This design comes from an exercise in tuning for small area and a short achievable clock period on the open sky130 flow, not from production work. RTL that was checked went through simulation tests only; none was proved equivalent to the original. Power figures rest on the tool's default switching activity, not on a simulated workload.

## rx_queue_map_top
module rx_queue_map_top (
    input  wire        clk,
    input  wire        rst,
    input  wire [5:0]  reg_wr_addr,
    input  wire [31:0] reg_wr_data,
    input  wire [3:0]  reg_wr_strb,
    input  wire        reg_wr_en,
    output wire        reg_wr_wait,
    output wire        reg_wr_ack,
    input  wire [5:0]  reg_rd_addr,
    input  wire        reg_rd_en,
    output wire [31:0] reg_rd_data,
    output wire        reg_rd_wait,
    output wire        reg_rd_ack,
    input  wire [6:0]  s_axil_awaddr,
    input  wire [2:0]  s_axil_awprot,
    input  wire        s_axil_awvalid,
    output wire        s_axil_awready,
    input  wire [31:0] s_axil_wdata,
    input  wire [3:0]  s_axil_wstrb,
    input  wire        s_axil_wvalid,
    output wire        s_axil_wready,
    output wire [1:0]  s_axil_bresp,
    output wire        s_axil_bvalid,
    input  wire        s_axil_bready,
    input  wire [6:0]  s_axil_araddr,
    input  wire [2:0]  s_axil_arprot,
    input  wire        s_axil_arvalid,
    output wire        s_axil_arready,
    output wire [31:0] s_axil_rdata,
    output wire [1:0]  s_axil_rresp,
    output wire        s_axil_rvalid,
  ...
export LEC_CHECK = 0
export CAP_MARGIN = 20
export CORE_MARGIN = 2
export CORE_UTILIZATION = 45
export PLACE_DENSITY = 0.6
export SETUP_SLACK_MARGIN = 3.6
export SLEW_MARGIN = 20
export TNS_END_PERCENT = 5
create_clock -name core_clock -period 6.0 [get_ports {clk}]
standard.sh (not shown) runs the stock make flow with config.mk's settings and CLKGATE_MAP_FILE= SYNTH_SCRIPT=/design/flow/synth_recipe.tcl, a recipe that flattens the netlist after the stock synthesis.
==> flow/flow/run.sh <==
#!/bin/bash
# Layout flow: the standard.sh (ORFS, the standard flow's synthesis script) with
#  - an area-recovering ABC mapping script (combinational logic only; the
#    registers are mapped by dfflibmap before ABC, exactly as in the
#    standard synthesis),
#  - buf_2 port buffers, repair free to change cell footprints,
#  - a clock tree with larger sink clusters and no dummy loads.
# make's output goes to flow_make.log; each ORFS step keeps its own log under
# orfs/logs/.
set -euo pipefail
W=$PWD
rm -rf "$W/scripts_abc"
cp -r "$FLOW_HOME/scripts" "$W/scripts_abc"
cp "$W/flow/abc_speed.script" "$W/scripts_abc/abc_speed.script"
bash standard.sh \
  "SCRIPTS_DIR=$W/scripts_abc" \
  MATCH_CELL_FOOTPRINT=0 \
  "BUFFER_PORTS_ARGS=-buffer_cell sky130_fd_sc_hd__buf_2" \
  "CTS_ARGS=-sink_clustering_enable -repair_clock_nets -dont_use_dummy_load -sink_clustering_size 20 -sink_clustering_max_diameter 100" \
  finish > flow_make.log 2>&1
==> flow/flow/abc_speed.script <==
&get -n
&st
&dch
&nf -R 1000
&put
Rerun with:
--- a/flow/design.v
+++ b/flow/design.v
@@ -259,19 +259,19 @@
     end else if (read_eligible) begin
         last_read_reg <= 1'b1;
     end
     s_axil_awready_reg <= mem_wr_en;
     s_axil_bvalid_reg <= mem_wr_en || (s_axil_bvalid_reg && !s_axil_bready);
     s_axil_arready_reg <= mem_rd_en;
     s_axil_rvalid_reg <= mem_rd_en || (s_axil_rvalid_reg && !pipe_ready);
     mem_wr_pend_reg <= mem_wr_en;
     mem_wr_late_reg <= mem_wr_late_next;
-    if (mem_wr_en) begin
+    if (!mem_wr_pend_reg) begin
         mem_wr_lo_reg <= 4'b0001 << s_axil_awaddr[4:3];
         mem_wr_hi_reg <= 4'b0001 << s_axil_awaddr[6:5];
         mem_wr_b_reg <= s_axil_awaddr[2];
         mem_wr_data_reg <= s_axil_wdata;
     end
     tbl_phase_reg <= !tbl_phase_reg;
     for (j = 0; j < 16; j = j + 1) begin
         tbl1[j] <= tbl0[j];
         if (mem_wr_now && mem_wr_lo_reg[j%4] && mem_wr_hi_reg[j/4]) begin
- The new run completed without violations
- count of clock-buffer cells in the layout does not change
- wire length came out lower by 0.90%
- synthesized area is about the same
- power is lower by 3.3%
- cell area stays flat
- non-clock buffer count falls by 8
- setup slack degrades by 0.0071 ns
- die area hardly moves
- via count decreases by 1.4%
- synthesized cell count is about the same
- clock skew fell by 0.0068 ns

red:
rx_queue_map_top, a different RTL version from the one above (not shown whole).
Size in the first run: roughly 3100 cells after synthesis, ~1300 flip-flops.
export LEC_CHECK = 0
export CAP_MARGIN = 20
export CORE_MARGIN = 2
export CORE_UTILIZATION = 50
export PLACE_DENSITY = 0.7
export SETUP_SLACK_MARGIN = 3.6
export SLEW_MARGIN = 20
export TNS_END_PERCENT = 5
create_clock -name core_clock -period 6.0 [get_ports {clk}]
Scripts as last shown in full above: flow/flow/run.sh, flow/flow/abc_speed.script
## Diff of input files: blue against red
--- a/flow/design.v
+++ b/flow/design.v
@@ -60,24 +60,24 @@
     input  wire                          req_valid,
     output wire [QUEUE_INDEX_WIDTH-1:0]  resp_queue,
     output wire [TAG_WIDTH-1:0]          resp_tag,
     output wire                          resp_valid
 );
 reg [31:0] tbl0[15:0];
 reg [31:0] tbl1[15:0];
 reg tbl_phase_reg;
 reg mem_wr_pend_reg;     
+reg mem_wr_late_reg;     
 reg [3:0] mem_wr_lo_reg;
 reg [3:0] mem_wr_hi_reg;
 reg mem_wr_b_reg;
 reg [31:0] mem_wr_data_reg;
-reg [15:0] tbl_we_reg;
-reg [15:0] tbl_nwe_reg;
+wire mem_wr_now = (mem_wr_pend_reg && (tbl_phase_reg != mem_wr_b_reg)) || mem_wr_late_reg;
 wire mem_wr_late_next = mem_wr_pend_reg && (tbl_phase_reg == mem_wr_b_reg);
 function late_hit;
     input [4:0] x;
     begin
         late_hit = mem_wr_late_next && mem_wr_lo_reg[x[2:1]] && mem_wr_hi_reg[x[4:3]] && (mem_wr_b_reg == x[0]);
     end
 endfunction
 function [4:0] next_slot;
     input [4:0] x;
@@ -258,32 +258,33 @@
         last_read_reg <= 1'b0;
     end else if (read_eligible) begin
         last_read_reg <= 1'b1;
     end
     s_axil_awready_reg <= mem_wr_en;
     s_axil_bvalid_reg <= mem_wr_en || (s_axil_bvalid_reg && !s_axil_bready);
     s_axil_arready_reg <= mem_rd_en;
     s_axil_rvalid_reg <= mem_rd_en || (s_axil_rvalid_reg && !pipe_ready);
     mem_wr_pend_reg <= mem_wr_en;
+    mem_wr_late_reg <= mem_wr_late_next;
     if (!mem_wr_pend_reg) begin
         mem_wr_lo_reg <= 4'b0001 << s_axil_awaddr[4:3];
         mem_wr_hi_reg <= 4'b0001 << s_axil_awaddr[6:5];
         mem_wr_b_reg <= s_axil_awaddr[2];
         mem_wr_data_reg <= s_axil_wdata;
     end
     tbl_phase_reg <= !tbl_phase_reg;
     for (j = 0; j < 16; j = j + 1) begin
         tbl1[j] <= tbl0[j];
-        tbl0[j] <= (mem_wr_data_reg & {32{tbl_we_reg[j]}}) | (tbl1[j] & {32{tbl_nwe_reg[j]}});
-        tbl_we_reg[j] <= (mem_wr_en && (tbl_phase_reg == s_axil_awaddr[2]) && s_axil_awaddr[6:3] == j) ||
-            (mem_wr_late_next && mem_wr_lo_reg[j%4] && mem_wr_hi_reg[j/4]);
-        tbl_nwe_reg[j] <= !((mem_wr_en && (tbl_phase_reg == s_axil_awaddr[2]) && s_axil_awaddr[6:3] == j) ||
-            (mem_wr_late_next && mem_wr_lo_reg[j%4] && mem_wr_hi_reg[j/4]));
+        if (mem_wr_now && mem_wr_lo_reg[j%4] && mem_wr_hi_reg[j/4]) begin
+            tbl0[j] <= mem_wr_data_reg;
+        end else begin
+            tbl0[j] <= tbl1[j];
+        end
     end
     mem_rd_pend_reg <= mem_rd_en;
     mem_rd_sel_reg <= rd_sel_next;
     mem_rd_byp_reg <= mem_rd_en && rd_hit;
     s_axil_rdata_reg <= rdata_cur;
     if (pipe_ready) begin
         s_axil_rdata_pipe_reg <= rdata_cur;
         s_axil_rvalid_pipe_reg <= s_axil_rvalid_reg;
     end
- Global-route usage: blue vs red down 2.6 points
- Delta (blue minus red): total length of routed wires went down by about 7.5%, worst-case reg-to-reg path depth lost 1, wire length of the first global-routing pass shrank by about 6.5%, proportion of power drawn by the clock network went up 0.2 points.
- Clock power, red and blue: lower on blue
- The worst slew margin relative to its limit in blue was higher than what red gave.
- The final layout from blue, which completed every stage, passed the timing, design-rule and antenna checks at the end of the flow.
- On fraction of power consumed by combinational cells: between red and blue, it ends up higher for red.
- blue vs red, end point of the critical path: s_axil_rdata[5] vs s_axil_rdata[9]
- Compared with red, blue improves power dissipated by switching net loads.
- In the route summary, blue ends up with a via count below that of red.
- blue: fraction of synthesized area in multiplexers higher than red
- Looking at net count reported at finish, blue sits 73 lower than red does.
- blue: power lower than red

Another version of the RTL of rx_queue_map_top (not shown whole).
Size: about 2500 cells after synthesis, roughly 1300 flip-flops.
Settings: LEC_CHECK=0, CAP_MARGIN=20, CORE_MARGIN=2, CORE_UTILIZATION=45, PLACE_DENSITY=0.6, SETUP_SLACK_MARGIN=3.6, SLEW_MARGIN=20, TNS_END_PERCENT=5; clock period 6.0 ns.
Scripts as last shown in full above: flow/flow/run.sh, flow/flow/abc_speed.script
Next try:
--- a/flow/design.v
+++ b/flow/design.v
@@ -65,17 +65,19 @@
 reg [31:0] indir_tbl_mem[31:0];
 reg reg_wr_ack_reg;
 reg [31:0] reg_rd_data_reg;
 reg reg_rd_ack_reg;
 reg [1:0] app_direct_en_reg;
 reg [7:0] hash_mask_reg[1:0];
 reg [7:0] app_mask_reg[1:0];
 reg       lk1_direct_reg;
-reg [7:0] lk1_val_reg;
+reg [7:0] lk1_dest_reg;
+reg [3:0] lk1_lo_reg;
+reg [7:0] lk1_hi_reg;
 reg       lk2_direct_reg;
 reg [7:0] lk2_dest_reg;
 reg [3:0] lk2_lo_reg;
 reg [7:0] lk2_hi_reg;
 reg [7:0] req_tag_d1_reg, req_tag_d2_reg;
 reg req_valid_d1_reg, req_valid_d2_reg;
 reg [7:0] resp_queue_reg;
 reg [7:0] resp_tag_reg;
@@ -145,23 +147,25 @@
             4'h6: reg_rd_data_reg <= {app_direct_en_reg[0], 23'd0, app_mask_reg[0]};
             4'h8: reg_rd_data_reg <= AXIL_BASE_ADDR + 64;
             4'h9: reg_rd_data_reg <= {24'd0, hash_mask_reg[1]};
             4'hA: reg_rd_data_reg <= {app_direct_en_reg[1], 23'd0, app_mask_reg[1]};
             default: reg_rd_ack_reg <= 1'b0;
         endcase
     end
     lk1_direct_reg <= lk_direct;
-    lk1_val_reg <= lk_direct ? req_dest[7:0] : {3'b000, req_id, lk_index};
+    lk1_dest_reg <= req_dest[7:0];
+    lk1_lo_reg <= 4'b0001 << lk_index[1:0];
+    lk1_hi_reg <= lk_direct ? 8'd0 : 8'b00000001 << {req_id, lk_index[3:2]};
     req_tag_d1_reg <= req_tag;
     req_valid_d1_reg <= req_valid;
     lk2_direct_reg <= lk1_direct_reg;
-    lk2_dest_reg <= lk1_val_reg;
-    lk2_lo_reg <= 4'b0001 << lk1_val_reg[1:0];
-    lk2_hi_reg <= lk1_direct_reg ? 8'd0 : 8'b00000001 << lk1_val_reg[4:2];
+    lk2_dest_reg <= lk1_dest_reg;
+    lk2_lo_reg <= lk1_lo_reg;
+    lk2_hi_reg <= lk1_hi_reg;
     req_tag_d2_reg <= req_tag_d1_reg;
     req_valid_d2_reg <= req_valid_d1_reg;
     resp_queue_reg <= lk_queue;
     resp_tag_reg <= req_tag_d2_reg;
     resp_valid_reg <= req_valid_d2_reg;
     if (rst) begin
         reg_wr_ack_reg <= 1'b0;
         reg_rd_ack_reg <= 1'b0;
@@ -178,20 +182,19 @@
 reg last_read_reg;
 reg s_axil_awready_reg;
 reg s_axil_bvalid_reg;
 reg s_axil_arready_reg;
 reg s_axil_rvalid_reg;
 reg [31:0] s_axil_rdata_reg;
 reg [31:0] s_axil_rdata_pipe_reg;
 reg s_axil_rvalid_pipe_reg;
-reg [3:0] mem_wr_lo_reg;
-reg [7:0] mem_wr_hi_reg;
+reg mem_wr_pend_reg;
+reg [4:0] mem_wr_addr_reg;
 reg [31:0] mem_wr_data_reg;
-integer j;
 reg mem_rd_pend_reg;
 reg [31:0] mem_rd_sel_reg;
 assign s_axil_awready = s_axil_awready_reg;
 assign s_axil_wready = s_axil_awready_reg;
 assign s_axil_bresp = 2'b00;
 assign s_axil_bvalid = s_axil_bvalid_reg;
 assign s_axil_arready = s_axil_arready_reg;
 assign s_axil_rdata = s_axil_rdata_pipe_reg;
@@ -219,23 +222,21 @@
         last_read_reg <= 1'b0;
     end else if (read_eligible) begin
         last_read_reg <= 1'b1;
     end
     s_axil_awready_reg <= mem_wr_en;
     s_axil_bvalid_reg <= mem_wr_en || (s_axil_bvalid_reg && !s_axil_bready);
     s_axil_arready_reg <= mem_rd_en;
     s_axil_rvalid_reg <= mem_rd_en || (s_axil_rvalid_reg && !pipe_ready);
-    mem_wr_lo_reg <= 4'b0001 << s_axil_awaddr[3:2];
-    mem_wr_hi_reg <= mem_wr_en ? 8'b00000001 << s_axil_awaddr[6:4] : 8'd0;
+    mem_wr_pend_reg <= mem_wr_en;
+    mem_wr_addr_reg <= s_axil_awaddr[6:2];
     mem_wr_data_reg <= s_axil_wdata;
-    for (j = 0; j < 32; j = j + 1) begin
-        if (mem_wr_lo_reg[j%4] && mem_wr_hi_reg[j/4]) begin
-            indir_tbl_mem[j] <= mem_wr_data_reg;
-        end
+    if (mem_wr_pend_reg) begin
+        indir_tbl_mem[mem_wr_addr_reg] <= mem_wr_data_reg;
     end
     mem_rd_pend_reg <= mem_rd_en;
     mem_rd_sel_reg <= mem_rd_en ? 32'd1 << s_axil_araddr[6:2] : 32'd0;
     s_axil_rdata_reg <= rdata_cur;
     if (pipe_ready) begin
         s_axil_rdata_pipe_reg <= rdata_cur;
         s_axil_rvalid_pipe_reg <= s_axil_rvalid_reg;
     end
Outcome: The new run completed without violations; sequential power stays flat; fmax drops by 17%; die area stays flat; worst hold slack improves by 0.0062 ns; sequential share of layout area drops by 0.38 points; sequential cell count climbs by 6; via count drops by 0.99%; total power drops by 0.38%; global-route usage drops by 0.78 points; cell count hardly moves; clock power stays flat; clock skew is about the same.
Function was not checked in any run of this note: the RTL went through the layout flow alone.

rx_queue_map_top, a different RTL version from the one above (not shown whole).
Size in the first run: roughly 2,400 cells after synthesis, about 1,200 flip-flops, about 260 I/O pins, roughly 0.043 mm^2 of cells after synthesis.
export LEC_CHECK = 0
export CAP_MARGIN = 20
export CORE_MARGIN = 2
export CORE_UTILIZATION = 45
export PLACE_DENSITY = 0.6
export SETUP_SLACK_MARGIN = 3.6
export SLEW_MARGIN = 20
export TNS_END_PERCENT = 5
create_clock -name core_clock -period 6.0 [get_ports {clk}]
Scripts as last shown in full above: flow/flow/run.sh, flow/flow/abc_speed.script
Rerun with:
--- a/flow/design.v
+++ b/flow/design.v
@@ -67,19 +67,22 @@
 reg [31:0] reg_rd_data_reg;
 reg reg_rd_ack_reg;
 reg [1:0] app_direct_en_reg;
 reg [7:0] hash_mask_reg[1:0];
 reg [7:0] app_mask_reg[1:0];
 reg       lk1_direct_reg;
 reg [7:0] lk1_dest_reg;
 reg [3:0] lk1_lo_reg;
 reg [7:0] lk1_hi_reg;
-reg [7:0] lk2_queue_reg;
+reg       lk2_direct_reg;
+reg [7:0] lk2_dest_reg;
+reg [3:0] lk2_lo_reg;
+reg [7:0] lk2_hi_reg;
 reg [7:0] req_tag_d1_reg, req_tag_d2_reg;
 reg req_valid_d1_reg, req_valid_d2_reg;
 reg [7:0] resp_queue_reg;
 reg [7:0] resp_tag_reg;
 reg resp_valid_reg;
 assign reg_wr_wait = 1'b0;
 assign reg_wr_ack = reg_wr_ack_reg;
 assign reg_rd_data = reg_rd_data_reg;
 assign reg_rd_wait = 1'b0;
@@ -93,21 +96,21 @@
 wire [7:0] cur_hash_mask = hash_mask_reg[req_id];
 wire [3:0] lk_index = (req_dest[3:0] & cur_app_mask[3:0]) + (req_hash[3:0] & cur_hash_mask[3:0]);
 wire lk_direct = req_dest[8] & app_direct_en_reg[req_id];
 wire [7:0] lk_queue;
 genvar lb, lw;
 generate
     for (lb = 0; lb < 8; lb = lb + 1) begin : lk_bit
         wire [32:0] terms;
         for (lw = 0; lw < 32; lw = lw + 1) begin : lk_word
-            assign terms[lw] = indir_tbl_mem[lw][lb] & lk1_lo_reg[lw%4] & lk1_hi_reg[lw/4];
+            assign terms[lw] = indir_tbl_mem[lw][lb] & lk2_lo_reg[lw%4] & lk2_hi_reg[lw/4];
         end
-        assign terms[32] = lk1_dest_reg[lb] & lk1_direct_reg;
+        assign terms[32] = lk2_dest_reg[lb] & lk2_direct_reg;
         assign lk_queue[lb] = |terms;
     end
 endgenerate
 always @(posedge clk) begin
     reg_wr_ack_reg <= 1'b0;
     reg_rd_data_reg <= 32'd0;
     reg_rd_ack_reg <= 1'b0;
     if (reg_wr_en && !reg_wr_ack_reg) begin
         case (wr_word)
@@ -148,22 +151,25 @@
             default: reg_rd_ack_reg <= 1'b0;
         endcase
     end
     lk1_direct_reg <= lk_direct;
     lk1_dest_reg <= req_dest[7:0];
     lk1_lo_reg <= 4'b0001 << lk_index[1:0];
     lk1_hi_reg <= lk_direct ? 8'd0 : 8'b00000001 << {req_id, lk_index[3:2]};
     req_tag_d1_reg <= req_tag;
     req_valid_d1_reg <= req_valid;
-    lk2_queue_reg <= lk_queue;
+    lk2_direct_reg <= lk1_direct_reg;
+    lk2_dest_reg <= lk1_dest_reg;
+    lk2_lo_reg <= lk1_lo_reg;
+    lk2_hi_reg <= lk1_hi_reg;
     req_tag_d2_reg <= req_tag_d1_reg;
     req_valid_d2_reg <= req_valid_d1_reg;
-    resp_queue_reg <= lk2_queue_reg;
+    resp_queue_reg <= lk_queue;
     resp_tag_reg <= req_tag_d2_reg;
     resp_valid_reg <= req_valid_d2_reg;
     if (rst) begin
         reg_wr_ack_reg <= 1'b0;
         reg_rd_ack_reg <= 1'b0;
         app_direct_en_reg <= 2'b00;
         hash_mask_reg[0] <= 8'd0;
         hash_mask_reg[1] <= 8'd0;
         app_mask_reg[0] <= 8'd0;
@@ -175,18 +181,22 @@
 end
 reg last_read_reg;
 reg s_axil_awready_reg;
 reg s_axil_bvalid_reg;
 reg s_axil_arready_reg;
 reg s_axil_rvalid_reg;
 reg [31:0] s_axil_rdata_reg;
 reg [31:0] s_axil_rdata_pipe_reg;
 reg s_axil_rvalid_pipe_reg;
+reg [3:0] mem_wr_lo_reg;
+reg [7:0] mem_wr_hi_reg;
+reg [31:0] mem_wr_data_reg;
+integer j;
 reg mem_rd_pend_reg;
 reg [31:0] mem_rd_sel_reg;
 assign s_axil_awready = s_axil_awready_reg;
 assign s_axil_wready = s_axil_awready_reg;
 assign s_axil_bresp = 2'b00;
 assign s_axil_bvalid = s_axil_bvalid_reg;
 assign s_axil_arready = s_axil_arready_reg;
 assign s_axil_rdata = s_axil_rdata_pipe_reg;
 assign s_axil_rresp = 2'b00;
@@ -212,20 +222,25 @@
     if (mem_wr_en) begin
         last_read_reg <= 1'b0;
     end else if (read_eligible) begin
         last_read_reg <= 1'b1;
     end
     s_axil_awready_reg <= mem_wr_en;
     s_axil_bvalid_reg <= mem_wr_en || (s_axil_bvalid_reg && !s_axil_bready);
     s_axil_arready_reg <= mem_rd_en;
     s_axil_rvalid_reg <= mem_rd_en || (s_axil_rvalid_reg && !pipe_ready);
-    if (mem_wr_en) begin
-        indir_tbl_mem[s_axil_awaddr[6:2]] <= s_axil_wdata;
+    mem_wr_lo_reg <= 4'b0001 << s_axil_awaddr[3:2];
+    mem_wr_hi_reg <= mem_wr_en ? 8'b00000001 << s_axil_awaddr[6:4] : 8'd0;
+    mem_wr_data_reg <= s_axil_wdata;
+    for (j = 0; j < 32; j = j + 1) begin
+        if (mem_wr_lo_reg[j%4] && mem_wr_hi_reg[j/4]) begin
+            indir_tbl_mem[j] <= mem_wr_data_reg;
+        end
     end
     mem_rd_pend_reg <= mem_rd_en;
     mem_rd_sel_reg <= mem_rd_en ? 32'd1 << s_axil_araddr[6:2] : 32'd0;
     s_axil_rdata_reg <= rdata_cur;
     if (pipe_ready) begin
         s_axil_rdata_pipe_reg <= rdata_cur;
         s_axil_rvalid_pipe_reg <= s_axil_rvalid_reg;
     end
     if (rst) begin
After rerunning: The changed run produced a clean layout; maximum frequency rises by 7.4%; flip-flop and latch count grows by 57; routed wire length hardly moves; via count rises by 0.66%; design area went down by 0.61%; cell count stays flat; setup slack is better by 0.18 ns.

==> re-timing with driven ports <==
The flow's constraints put no driver on any port. The routed layouts listed below were extracted and timed again, unchanged, in two steps.
Step 1 sets driving cells, clkbuf_16 on the clock port and buf_2 on the other inputs (assumed; they add their load-dependent delay and slew).
Step 2, shift: input delay + t, output delay - t, t = (earliest + latest rising clock arrival at the registers) / 2. This alone moves slack from input paths to output paths.
Three values: no drivers, after step 1, after step 2; two values: the first two.
| run | t (ns) | setup slack, ns | hold WS [ns] |
|---|---|---|---|
| the first run of note 1 | 0.687 | 3.482 / 3.414 / 2.965 | 0.322 / 0.322 / 0.322 |
| the second run of note 1 | 0.684 | 3.475 / 3.406 / 3.112 | 0.297 / 0.297 / 0.297 |
| red | 0.713 | 3.608 / 3.537 / 3.084 | 0.303 / 0.303 / 0.303 |
| blue | 0.684 | 3.504 / 3.435 / 3.141 | 0.331 / 0.331 / 0.331 |
| the first run of note 3 | 0.704 | 3.582 / 3.516 / 3.076 | 0.309 / 0.309 / 0.309 |
| the second run of note 3 | 0.713 | 3.073 / 3.073 / 2.967 | 0.315 / 0.315 / 0.315 |
| the first run of note 4 | 0.690 | 3.439 / 3.480 / 2.790 | 0.283 / 0.283 / 0.283 |
| the second run of note 4 | 0.711 | 3.616 / 3.545 / 3.057 | 0.331 / 0.331 / 0.331 |
After both steps setup and hold are still met in every run listed. The setup slack of the first run of note 4, which loses most, moves by +0.041 ns with the drivers and by -0.649 ns with both steps.
